Context: an optimization exercise on an open-source flow, tuned for small area, a short achievable clock period and few clock cycles. The choices shown serve that exercise and are no tape-out recipe.
RTL that was checked went through simulation tests only; none was proved equivalent to the original.
No driver is modelled on the clock port, so clock power and skew are understated where the tree is cut down; a real chip needs a root buffer or a tree.
Power is estimated from default activity; no workload was simulated.

Design accelerator_mod, start of the top module:
module accelerator_mod #(
   parameter DATA_W = 32,
   parameter ADDR_W = 4
)(
   input  wire            pcie_clk,           
   input  wire            pcie_rstn,
   input  wire [31:0]     pcie_axi_awaddr,
   input  wire            pcie_axi_awvalid,
   output wire            pcie_axi_awready,
   input  wire [31:0]     pcie_axi_wdata,
   input  wire [3:0]      pcie_axi_wstrb,
   input  wire            pcie_axi_wvalid,
   output wire            pcie_axi_wready,
   output wire [1:0]      pcie_axi_bresp,
   output wire            pcie_axi_bvalid,
   input  wire            pcie_axi_bready,
   input  wire [31:0]     pcie_axi_araddr,
   input  wire            pcie_axi_arvalid,
   output wire            pcie_axi_arready,
   output wire [31:0]     pcie_axi_rdata,
   output wire [1:0]      pcie_axi_rresp,
   output wire            pcie_axi_rvalid,
   input  wire            pcie_axi_rready
);
==> module fifo_axi, before the edit <==
module fifo_axi #(
    parameter DATA_WIDTH = 32,   
    parameter ADDR_WIDTH = 4     
)(
    input  wire                  clk,
    input  wire                  rst_n,
    input  wire [DATA_WIDTH-1:0] din,       
    input  wire                  hold,      
    input  wire                  push,      
    output reg                   full,
    output wire [DATA_WIDTH-1:0] dout_lo,   
    output wire [DATA_WIDTH-1:0] dout_hi,   
    input  wire                  pop,       
    output reg                   empty,
    output wire                  full_nx,
    output wire                  empty_nx
);
  localparam DEPTH = (1 << ADDR_WIDTH);
  reg [DATA_WIDTH-1:0] fifo_mem [0:DEPTH-1];
  reg [DEPTH-1:0] tail;    
  reg [DEPTH-1:0] head;    
  reg one_left;            
  reg one_free;            
  wire [DEPTH-1:0] tail_nxt  = {tail[DEPTH-2:0], tail[DEPTH-1]};
  wire [DEPTH-1:0] head_nxt  = {head[DEPTH-2:0], head[DEPTH-1]};
  wire [DEPTH-1:0] head_nxt2 = {head[DEPTH-3:0], head[DEPTH-1:DEPTH-2]};
  wire [DEPTH-1:0] tail_nxt2 = {tail[DEPTH-3:0], tail[DEPTH-1:DEPTH-2]};
  wire two_left = |(head_nxt2 & tail);
  wire two_free = |(tail_nxt2 & head);
  wire [DEPTH-1:0] head_push = empty ? tail : head;
  wire [DEPTH-1:0] head_pop  = one_left ? {DEPTH{1'b0}} : head_nxt;
  wire [DEPTH-1:0] head_d = !rst_n ? {DEPTH{1'b0}}
                          : push   ? head_push
                          : pop    ? head_pop
                          : head;
  wire [DEPTH-1:0] head_b;
  fifo_sel_reg #(.W(DEPTH)) u_head_b (.clk(clk), .d(head_d), .q(head_b));
  localparam HW = DATA_WIDTH / 2;
  wire [DATA_WIDTH-1:0] pair_n [0:DEPTH/2-1];
  genvar g;
  generate
    for (g = 0; g < DEPTH/2; g = g + 1) begin : g_pair
      fifo_aoi22 #(.W(HW)) u_aoi_l (
          .a(fifo_mem[2*g][HW-1:0]), .sa(head[2*g]),
          .b(fifo_mem[2*g+1][HW-1:0]), .sb(head[2*g+1]),
          .y(pair_n[g][HW-1:0]));
      fifo_aoi22 #(.W(DATA_WIDTH-HW)) u_aoi_h (
          .a(fifo_mem[2*g][DATA_WIDTH-1:HW]), .sa(head_b[2*g]),
          .b(fifo_mem[2*g+1][DATA_WIDTH-1:HW]), .sb(head_b[2*g+1]),
          .y(pair_n[g][DATA_WIDTH-1:HW]));
    end
  endgenerate
  fifo_nand4 #(.W(DATA_WIDTH)) u_lo (
      .a(pair_n[0]), .b(pair_n[1]), .c(pair_n[2]), .d(pair_n[3]), .y(dout_lo));
  fifo_nand4 #(.W(DATA_WIDTH)) u_hi (
      .a(pair_n[4]), .b(pair_n[5]), .c(pair_n[6]), .d(pair_n[7]), .y(dout_hi));
  generate
    for (g = 0; g < DEPTH; g = g + 1) begin : g_row
      always @(posedge clk) begin
        if (tail[g] && !hold && !full)
          fifo_mem[g] <= din;
      end
    end
  endgenerate
  assign full_nx  = rst_n && (push ? one_free : (!pop && full));
  assign empty_nx = !rst_n || (push ? 1'b0 : (pop ? one_left : empty));
  always @(posedge clk) begin
    full  <= full_nx;
    empty <= empty_nx;
    head  <= head_d;
  end
  always @(posedge clk) begin
    if (!rst_n) begin
      tail     <= {{(DEPTH-1){1'b0}}, 1'b1};
      one_left <= 1'b0;
      one_free <= 1'b0;
    end else if (push) begin
      tail     <= tail_nxt;
      one_left <= empty;
      one_free <= two_free;
    end else if (pop) begin
      one_free <= full;
      one_left <= two_left;
    end
  end
endmodule
==> module fifo_sel_reg, before the edit <==
module fifo_sel_reg #(
    parameter W = 16
)(
    input  wire         clk,
    input  wire [W-1:0] d,
    output reg  [W-1:0] q
);
  always @(posedge clk) q <= d;
endmodule
Settings: LEC_CHECK=0, CAP_MARGIN=20, CORE_MARGIN=2, CORE_UTILIZATION=40, PLACE_DENSITY=0.6, SETUP_SLACK_MARGIN=1.1, SLEW_MARGIN=20, SYNTH_HIERARCHICAL=1, BUFFER_PORTS_ARGS=-buffer_cell sky130_fd_sc_hd__buf_2, PRE_CTS_TCL=/design/flow/flow/pre_cts.tcl; clock period 2.8 ns.
standard.sh (not shown) runs the stock make flow with config.mk's settings and CLKGATE_MAP_FILE= SYNTH_SCRIPT=/design/flow/synth_recipe.tcl, a recipe that flattens the netlist after the stock synthesis.
==> flow/flow/run.sh <==
#!/bin/bash
# Standard layout, with plain buffers on the ports and a two-level clock tree
# (flow/mycts.tcl) in place of TritonCTS.
set -o pipefail
here=$(pwd)
echo 'export BUFFER_PORTS_ARGS = -buffer_cell sky130_fd_sc_hd__buf_2' >> config.mk
echo "export PRE_CTS_TCL = $here/flow/pre_cts.tcl" >> config.mk
bash standard.sh > standard.log 2>&1
Other scripts of this flow, unchanged in this note and not shown: flow/flow/mycts.tcl, flow/flow/pre_cts.tcl
==> next run, changes <==
--- a/flow/design.v
+++ b/flow/design.v
@@ -26,31 +26,20 @@
   wire [DEPTH-1:0] head_nxt2 = {head[DEPTH-3:0], head[DEPTH-1:DEPTH-2]};
   wire [DEPTH-1:0] tail_nxt2 = {tail[DEPTH-3:0], tail[DEPTH-1:DEPTH-2]};
   wire two_left = |(head_nxt2 & tail);
   wire two_free = |(tail_nxt2 & head);
   wire [DEPTH-1:0] head_push = empty ? tail : head;
   wire [DEPTH-1:0] head_pop  = one_left ? {DEPTH{1'b0}} : head_nxt;
-  wire [DEPTH-1:0] head_d = !rst_n ? {DEPTH{1'b0}}
-                          : push   ? head_push
-                          : pop    ? head_pop
-                          : head;
-  wire [DEPTH-1:0] head_b;
-  fifo_sel_reg #(.W(DEPTH)) u_head_b (.clk(clk), .d(head_d), .q(head_b));
-  localparam HW = DATA_WIDTH / 2;
   wire [DATA_WIDTH-1:0] pair_n [0:DEPTH/2-1];
   genvar g;
   generate
     for (g = 0; g < DEPTH/2; g = g + 1) begin : g_pair
-      fifo_aoi22 #(.W(HW)) u_aoi_l (
-          .a(fifo_mem[2*g][HW-1:0]), .sa(head[2*g]),
-          .b(fifo_mem[2*g+1][HW-1:0]), .sb(head[2*g+1]),
-          .y(pair_n[g][HW-1:0]));
-      fifo_aoi22 #(.W(DATA_WIDTH-HW)) u_aoi_h (
-          .a(fifo_mem[2*g][DATA_WIDTH-1:HW]), .sa(head_b[2*g]),
-          .b(fifo_mem[2*g+1][DATA_WIDTH-1:HW]), .sb(head_b[2*g+1]),
-          .y(pair_n[g][DATA_WIDTH-1:HW]));
+      fifo_aoi22 #(.W(DATA_WIDTH)) u_aoi (
+          .a(fifo_mem[2*g]), .sa(head[2*g]),
+          .b(fifo_mem[2*g+1]), .sb(head[2*g+1]),
+          .y(pair_n[g]));
     end
   endgenerate
   fifo_nand4 #(.W(DATA_WIDTH)) u_lo (
       .a(pair_n[0]), .b(pair_n[1]), .c(pair_n[2]), .d(pair_n[3]), .y(dout_lo));
   fifo_nand4 #(.W(DATA_WIDTH)) u_hi (
       .a(pair_n[4]), .b(pair_n[5]), .c(pair_n[6]), .d(pair_n[7]), .y(dout_hi));
@@ -64,24 +53,26 @@
   endgenerate
   assign full_nx  = rst_n && (push ? one_free : (!pop && full));
   assign empty_nx = !rst_n || (push ? 1'b0 : (pop ? one_left : empty));
   always @(posedge clk) begin
     full  <= full_nx;
     empty <= empty_nx;
-    head  <= head_d;
   end
   always @(posedge clk) begin
     if (!rst_n) begin
       tail     <= {{(DEPTH-1){1'b0}}, 1'b1};
+      head     <= {DEPTH{1'b0}};
       one_left <= 1'b0;
       one_free <= 1'b0;
     end else if (push) begin
       tail     <= tail_nxt;
+      head     <= head_push;
       one_left <= empty;
       one_free <= two_free;
     end else if (pop) begin
+      head     <= head_pop;
       one_free <= full;
       one_left <= two_left;
     end
   end
 endmodule
 module fifo_aoi22 #(
@@ -103,21 +94,12 @@
     input  wire [W-1:0] c,
     input  wire [W-1:0] d,
     output wire [W-1:0] y
 );
   assign y = ~(a & b & c & d);
 endmodule
-module fifo_sel_reg #(
-    parameter W = 16
-)(
-    input  wire         clk,
-    input  wire [W-1:0] d,
-    output reg  [W-1:0] q
-);
-  always @(posedge clk) q <= d;
-endmodule
 module axi_pcie_fifo_accel #(
     parameter DATA_WIDTH  = 32,
     parameter ADDR_WIDTH  = 4,
     parameter ADDR_LSB    = 2       
 )(
     input  wire         s_axi_aclk,
- setup slack degrades by 0.052 ns
- fmax drops by about 3%
- synthesized area drops by about 7%
- wire length climbs by 1.3%
- synthesized cell count drops by about 3%
- sequential power barely changes
- design area drops by 3.9%
Testbench counts after the change, summed over its fixed seeds: cycles 5,881.
No functional check of the RTL was part of the first run of this note. No run of this note takes its clock network from TritonCTS; it comes from the design's own scripts or RTL.


== lane 2 ==
accelerator_mod, a different RTL version from the one above (not shown whole).
For scale: about 590 flip-flops, ~150 I/O pins.
==> flow/design.v (excerpt) <==
module accelerator_mod #(
   parameter DATA_W = 32,
   parameter ADDR_W = 4
)(
   input  wire            pcie_clk,           
   input  wire            pcie_rstn,
   input  wire [31:0]     pcie_axi_awaddr,
   input  wire            pcie_axi_awvalid,
   output wire            pcie_axi_awready,
   input  wire [31:0]     pcie_axi_wdata,
   input  wire [3:0]      pcie_axi_wstrb,
   input  wire            pcie_axi_wvalid,
   output wire            pcie_axi_wready,
   output wire [1:0]      pcie_axi_bresp,
   output wire            pcie_axi_bvalid,
   input  wire            pcie_axi_bready,
   input  wire [31:0]     pcie_axi_araddr,
   input  wire            pcie_axi_arvalid,
   output wire            pcie_axi_arready,
   output wire [31:0]     pcie_axi_rdata,
   output wire [1:0]      pcie_axi_rresp,
   output wire            pcie_axi_rvalid,
   input  wire            pcie_axi_rready
);
   axi_pcie_fifo_accel #(
      .DATA_WIDTH (DATA_W),
      .ADDR_WIDTH (ADDR_W)
   ) u_fifo_accel (
      .s_axi_aclk   (pcie_clk),
      .s_axi_aresetn(pcie_rstn),
      .s_axi_awaddr (pcie_axi_awaddr),
      .s_axi_awvalid(pcie_axi_awvalid),
      .s_axi_awready(pcie_axi_awready),
      .s_axi_wdata  (pcie_axi_wdata),
      .s_axi_wstrb  (pcie_axi_wstrb),
      .s_axi_wvalid (pcie_axi_wvalid),
      .s_axi_wready (pcie_axi_wready),
      .s_axi_bresp  (pcie_axi_bresp),
      .s_axi_bvalid (pcie_axi_bvalid),
      .s_axi_bready (pcie_axi_bready),
      .s_axi_araddr (pcie_axi_araddr),
  ...
Settings: LEC_CHECK=0, CAP_MARGIN=20, CORE_MARGIN=2, CORE_UTILIZATION=40, PLACE_DENSITY=0.6, SETUP_SLACK_MARGIN=0.8, SLEW_MARGIN=20, SYNTH_HIERARCHICAL=1, BUFFER_PORTS_ARGS=-buffer_cell sky130_fd_sc_hd__buf_2, PRE_CTS_TCL=/design/flow/flow/pre_cts.tcl; clock period 2.8 ns.
Scripts as last shown in full above: flow/flow/run.sh
Other scripts of this flow, unchanged in this note and not shown: flow/flow/mycts.tcl, flow/flow/pre_cts.tcl
Lane 2 went all the way through the flow, and no timing, DRC or antenna check failed.
Changes in lane 5 relative to lane 2:
diff --git a/flow/design.v b/flow/design.v
--- a/flow/design.v
+++ b/flow/design.v
@@ -5,35 +5,34 @@
     input  wire                  clk,
     input  wire                  rst_n,
     input  wire [DATA_WIDTH-1:0] din,       
     input  wire                  hold,      
     input  wire                  push,      
     output reg                   full,
     output wire [DATA_WIDTH-1:0] dout_lo,   
     output wire [DATA_WIDTH-1:0] dout_hi,   
-    input  wire                  pop,       
+    input  wire                  pop,
     output reg                   empty
 );
   localparam DEPTH = (1 << ADDR_WIDTH);
   reg [DATA_WIDTH-1:0] fifo_mem [0:DEPTH-1];
   reg [DEPTH-1:0] tail;    
   reg [DEPTH-1:0] head;    
-  wire do_push = push;
-  wire do_pop  = pop;
+  wire do_push = push && !full;
+  wire do_pop  = pop && !empty;
   wire [DEPTH-1:0] tail_nxt = {tail[DEPTH-2:0], tail[DEPTH-1]};
   wire [DEPTH-1:0] head_nxt = {head[DEPTH-2:0], head[DEPTH-1]};
+  reg [ADDR_WIDTH:0] count;
   reg one_left;
   reg one_free;
   wire inc = do_push && !do_pop;
   wire dec = do_pop && !do_push;
-  wire [DEPTH-1:0] head_nxt2 = {head[DEPTH-3:0], head[DEPTH-1:DEPTH-2]};
-  wire [DEPTH-1:0] tail_nxt2 = {tail[DEPTH-3:0], tail[DEPTH-1:DEPTH-2]};
-  wire two_left = |(head_nxt2 & tail);
-  wire two_free = |(tail_nxt2 & head);
+  wire two_left = (count == 2);
+  wire two_free = (count == DEPTH-2);
   wire [DATA_WIDTH-1:0] pair_n [0:DEPTH/2-1];
   genvar g;
   generate
     for (g = 0; g < DEPTH/2; g = g + 1) begin : g_pair
       fifo_aoi22 #(.W(DATA_WIDTH)) u_aoi (
           .a(fifo_mem[2*g]), .sa(head[2*g]),
           .b(fifo_mem[2*g+1]), .sb(head[2*g+1]),
           .y(pair_n[g]));
@@ -50,32 +49,35 @@
           fifo_mem[g] <= din;
       end
     end
   endgenerate
   always @(posedge clk) begin
     if (!rst_n) begin
       tail     <= {{(DEPTH-1){1'b0}}, 1'b1};
       head     <= {DEPTH{1'b0}};
+      count    <= 0;
       full     <= 1'b0;
       empty    <= 1'b1;
       one_left <= 1'b0;
       one_free <= 1'b0;
     end else begin
       if (do_push) tail <= tail_nxt;
       if (do_push && empty)
         head <= tail;
       else if (do_pop)
         head <= (one_left && !do_push) ? {DEPTH{1'b0}} : head_nxt;
       if (inc) begin
+        count    <= count + 1'b1;
         empty    <= 1'b0;
         one_left <= empty;
         one_free <= two_free;
         full     <= one_free;
       end else if (dec) begin
+        count    <= count - 1'b1;
         full     <= 1'b0;
         one_free <= full;
         one_left <= two_left;
         empty    <= one_left;
       end
     end
   end
 endmodule
@@ -137,20 +139,17 @@
   reg w_pend;       
   reg b_two;        
   wire aw_hs   = s_axi_awvalid && s_axi_awready;
   wire w_hs    = s_axi_wvalid && s_axi_wready;
   wire aw_have = aw_hs || aw_pend;
   wire w_have  = w_hs || w_pend;
   wire wr_done = aw_have && w_have;
   wire aw_is0  = (s_axi_awaddr[ADDR_LSB+1:ADDR_LSB] == 2'b00);
-  wire p_aw    = s_axi_awready && !fifo_full;
-  wire p_w     = aw_pend && aw_push && s_axi_wready && !fifo_full;
-  wire push    = (s_axi_awvalid && aw_is0 && p_aw && (w_pend || (s_axi_wvalid && s_axi_wready)))
-              || (s_axi_wvalid && p_w);
+  wire push    = (aw_hs && aw_is0 && w_have) || (aw_pend && aw_push && w_hs);
   wire b_hs    = s_axi_bvalid && s_axi_bready;
   wire aw_pend_n = aw_have && !w_have;
   wire w_pend_n  = w_have && !aw_have;
   wire b_one_n   = wr_done || (s_axi_bvalid && !b_hs) || b_two;
   wire b_two_n   = wr_done ? (s_axi_bvalid && !b_hs) || b_two : (b_two && !b_hs);
   always @(posedge s_axi_aclk) begin
     if (!s_axi_aresetn) begin
       aw_pend       <= 1'b0;
@@ -176,20 +175,17 @@
   reg skid_stat;   
   wire ar_hs  = s_axi_arvalid && s_axi_arready;
   wire ar_pop  = (s_axi_araddr[ADDR_LSB+1:ADDR_LSB] == 2'b01);
   wire ar_stat = (s_axi_araddr[ADDR_LSB+1:ADDR_LSB] == 2'b10);
   wire r_free = !s_axi_rvalid || s_axi_rready;
   wire r_load = r_free && (skid_v || ar_hs);
   wire t_pop  = skid_v ? skid_pop : ar_pop;
   wire t_stat = skid_v ? skid_stat : ar_stat;
-  wire q_skid  = skid_v && skid_pop && !fifo_empty;
-  wire q_ar    = !skid_v && !fifo_empty;
-  wire fifo_pop = (!s_axi_rvalid || s_axi_rready)
-               && (q_skid || (q_ar && s_axi_arvalid && ar_pop));
+  wire fifo_pop = r_free && (skid_v ? skid_pop : (ar_hs && ar_pop));
   wire skid_v_n = skid_v ? !r_free : (ar_hs && !r_free);
   always @(posedge s_axi_aclk) begin
     if (!s_axi_aresetn) begin
       s_axi_rvalid  <= 1'b0;
       s_axi_arready <= 1'b1;
       skid_v        <= 1'b0;
     end else begin
       s_axi_rvalid  <= r_load || !r_free;
--- outcome ---
- Taking lane 2 as the reference point, the final cycle utilization of the critical path of lane 5 rises by 20 points.
- The run showing the greater sequential share of layout area is lane 2.
- Lower signal arrival time at the worst endpoint among lane 2 and lane 5: lane 2
- In lane 5 relative to lane 2, combinational logic power had gone up by more than 10%.
- The type of the worst setup path comes out input pin to flip-flop in one run and flip-flop to flip-flop in the other, namely in lane 5 and lane 2 respectively.
- When lane 5 is measured against lane 2, its final net count turns out 77 higher.
- Max cell count along the critical path across lane 2 and lane 5: lane 5
- Lane 2 ended up with fewer cell instances than lane 5 did.
- STATUS routed wire length: lane 5 loses against lane 2
- Delay contributed by the slowest stage of the critical path: lane 5 vs lane 2, no meaningful difference
- All-layer global routing usage: lane 5 > lane 2
- On lane 5: fraction of met3 tracks used by global routing is 0.17 points higher than what lane 2 gave.
- Wire length of the first global-routing pass: lane 5 higher than lane 2
No functional check of the RTL was part of any run of this note. No run of this note takes its clock network from TritonCTS; it comes from the design's own scripts or RTL.

[re-timing with driven ports]
The results above use ideal ports. As a check the final layouts listed here were re-extracted and re-timed, cells and wires unchanged.
Step 1, drivers: a clkbuf_16 drives pcie_clk and a buf_2 each remaining input, both assumed.
Step 2 also shifts input and output timing later by t, the mid clock arrival at the registers, as if the neighbouring blocks saw the same clock.
Three values: ideal ports, drivers, drivers and shift; two values: the first two.
run | t, ns | setup WS [ns] | hold slack, ns | worst slew at a driven data input, ns | cell pins on the clock port's net
the first run of note 1 | 0.471 | 1.127 / 1.150 / 0.741 | 0.476 / 0.423 / 0.476 | 0.09 | 4
the second run of note 1 | 0.468 | 1.075 / 1.049 / 0.754 | 0.473 / 0.424 / 0.473 | 0.09 | 4
lane 2 | 0.454 | 0.834 / 0.834 / 0.533 | 0.450 / 0.371 / 0.450 | 0.10 | 4
lane 5 | 0.454 | 0.282 / 0.300 / -0.089 | 0.451 / 0.410 / 0.451 | 0.11 | 4
With both steps, setup timing fails in lane 5, where it was met with ideal ports. The setup slack of the first run of note 1, which loses most, moves by +0.023 ns with the drivers and by -0.386 ns with both steps.
